This is an optimization exercise on Yosys and OpenROAD, whose aim is small area, a short achievable clock period and few clock cycles, not a production implementation. Only simulation tests tie the RTL to the original design; equivalence was not proved. Power and IR drop assume default switching activity.

## job 3082
==> flow/design.v (excerpt) <==
module physics_engine #(
    parameter SCREEN_WIDTH = 320,
    parameter SCREEN_HEIGHT = 240
    ) (
    input  wire        clk,
    input  wire        resetn,
    input  wire        fire,
    input  wire [15:0] axi_Z_dist,
    input  wire [15:0] axi_arrow_vel,
    input  wire [7:0]  wind_x_in,
    input  wire [7:0]  wind_y_in,
    input  wire [8:0]  aim_x,
    input  wire [7:0]  aim_y,
    output reg         result_valid,
    output reg [8:0]   land_x,
    output reg [7:0]   land_y
);
Size in the first run: about 1500 cells after synthesis, ~86 I/O pins, roughly 0.012 mm^2 of cells after synthesis.
Settings: LEC_CHECK=0, ABC_CLOCK_PERIOD_IN_PS=3500, CAP_MARGIN=20, CORE_MARGIN=2, CORE_UTILIZATION=40, SETUP_SLACK_MARGIN=1.5, SLEW_MARGIN=20; clock period 6.0 ns.
run.sh (not shown) runs the stock make flow with config.mk's settings and CLKGATE_MAP_FILE= SYNTH_SCRIPT=/design/flow/synth_recipe.tcl, a recipe that flattens the netlist after the stock synthesis.
Job 3082: flow completed, timing, DRC and antenna clean
Testbench counts of job 3082, summed over its fixed seeds: cycles 10,198.
Setup changes, job 3082 to job 8618
Settings: CTS_BUF_LIST now sky130_fd_sc_hd__clkbuf_4 sky130_fd_sc_hd__clkbuf_8, previously not set.
[summary]
Job 8618 finished all stages; the layout is clean. In job 8618, critical path depth is lower than in job 3082. Between job 3082 and job 8618, the flow reports post-route cell area decreasing slightly. Final wirelength: job 8618 > job 3082.
Input-level comparison between job 1723 and job 8618:
Settings: CTS_BUF_LIST no longer set, was sky130_fd_sc_hd__clkbuf_4 sky130_fd_sc_hd__clkbuf_8; SETUP_SLACK_MARGIN now 1.0, was 1.5.
Findings:
- NOTE detail-routed via count per cell job 8618->job 1723 decreased slightly
- Per the comparison of job 1723 with job 8618, post-route total power closely matched the old numbers, cell count decreased by 20 relative to the old numbers, clock latency on the worst-skew pair decreased by 40 ps relative to the old numbers.
> inputs changed (job 1723 -> job 658)
Settings: SETUP_SLACK_MARGIN now 3.0, was 1.0.
Findings:
Job 658 vs. job 1723: routed wire length has increased, register-to-register setup slack increased 530 ps, critical path depth went up 4, met2 wirelength from detailed routing climbed about 20%, number of buffer and inverter stages on the critical path picked up an extra 3.

---

run 1:
physics_engine, a different RTL version from the one above (not shown whole).
For scale: about 120 flip-flops, about 86 I/O pins, about 0.014 mm2 of cells after synthesis.
export LEC_CHECK = 0
export ABC_CLOCK_PERIOD_IN_PS = 3500
export CAP_MARGIN = 20
export CORE_MARGIN = 2
export CORE_UTILIZATION = 40
export SETUP_SLACK_MARGIN = 1.25
export SLEW_MARGIN = 20
create_clock -name core_clock -period 6.0 [get_ports {clk}]
Testbench counts of run 1, summed over its fixed seeds: cycles 8,553.
Edits applied to the flow inputs when going from run 1 to run 2:
-- flow/config.mk --
<<< run 1, line 9
export CAP_MARGIN = 20
export CORE_MARGIN = 2
export CORE_UTILIZATION = 40
export SETUP_SLACK_MARGIN = 1.25
export SLEW_MARGIN = 20
>>> run 2, line 9
export CAP_MARGIN = 20
export CORE_MARGIN = 2
export CORE_UTILIZATION = 50
export SETUP_SLACK_MARGIN = 1.5
export SLEW_MARGIN = 20
Results
Run 1 ended up with in -> reg as its critical path start-end classification; run 2 ended up with reg -> out.
Comparing run 2 and run 1, the higher fraction of standard cell area that is sequential is on run 1.
Summary of the comparison: switching component of the power is higher in run 2, relative to run 1.
When run 2 is measured against run 1, its part of the power in combinational logic turns out 0.9 points higher.
[inputs] run 3 vs run 2
==> flow/config.mk <==
export PLATFORM = sky130hd
export DESIGN_NAME = physics_engine
export DESIGN_NICKNAME = physics_engine
export VERILOG_FILES = /design/flow/design.v
export SDC_FILE = /design/flow/constraint.sdc
export NUM_CORES = 4
export LEC_CHECK = 0
export ABC_AREA = 1
export CAP_MARGIN = 20
export CORE_MARGIN = 2
export CORE_UTILIZATION = 40
export PLACE_DENSITY = 0.7
export SETUP_SLACK_MARGIN = 1.5
export SLEW_MARGIN = 20
Findings:
- Comparing run 3 and run 2, the higher actual transition at the worst max-transition pin is on run 3.
- Summary of run 3 over run 2: number of clock-tree buffers in the layout picked up an extra 8, net load switching power went up, standard-cell row count saw an increase.
- From run 2 to run 3 the numbers moved as follows: maximum VDD drop decreased by 22 uV relative to the old numbers; global-route wire length before repair increased by about 8% relative to the old numbers.
- Maximum frequency grows by a few percent when moving from run 2 to run 3.
- The cell count number comes out lower for run 2 vs run 3.
- Compared with run 2, wire length in run 3 increased by a few percent.
- Of run 3 and run 2, the lower final critical delay including setup and external delays belongs to run 3.

-- afterwards: timing with drivers on the ports --
The flow's constraints put no driver on any port. The routed layouts listed below were extracted and timed again, unchanged, in two steps. Step 1 assumes that a clkbuf_16 drives the clock port and a buf_2 every other input. Step 2 moves the port delays by t, midway between the first and last clock arrival at a register: inputs arrive t later, outputs are due t later. That takes back most of the time a late clock gives input paths. a / b / c = no drivers / after step 1 / after step 2; a / b = the first two.
run	t, ns	setup WS [ns]	latest minus earliest clock arrival (ns)	slew at the worst register clock pin (ns)
job 3082	0.412	1.366 / 1.319 / 1.288	0.012 / 0.012	0.08 / 0.08
job 8618	0.447	1.308 / 1.266 / 1.236	0.015 / 0.015	0.12 / 0.12
job 1723	0.413	1.034 / 0.988 / 0.921	0.012 / 0.012	0.08 / 0.08
job 658	0.414	1.247 / 1.200 / 1.614	0.020 / 0.019	0.09 / 0.09
run 1	0.488	1.392 / 1.344 / 0.933	0.013 / 0.013	0.06 / 0.06
run 2	0.475	1.567 / 1.515 / 1.160	0.010 / 0.009	0.06 / 0.06
run 3	0.482	1.749 / 1.699 / 1.290	0.011 / 0.011	0.06 / 0.06
After both steps every run listed still meets setup and hold.
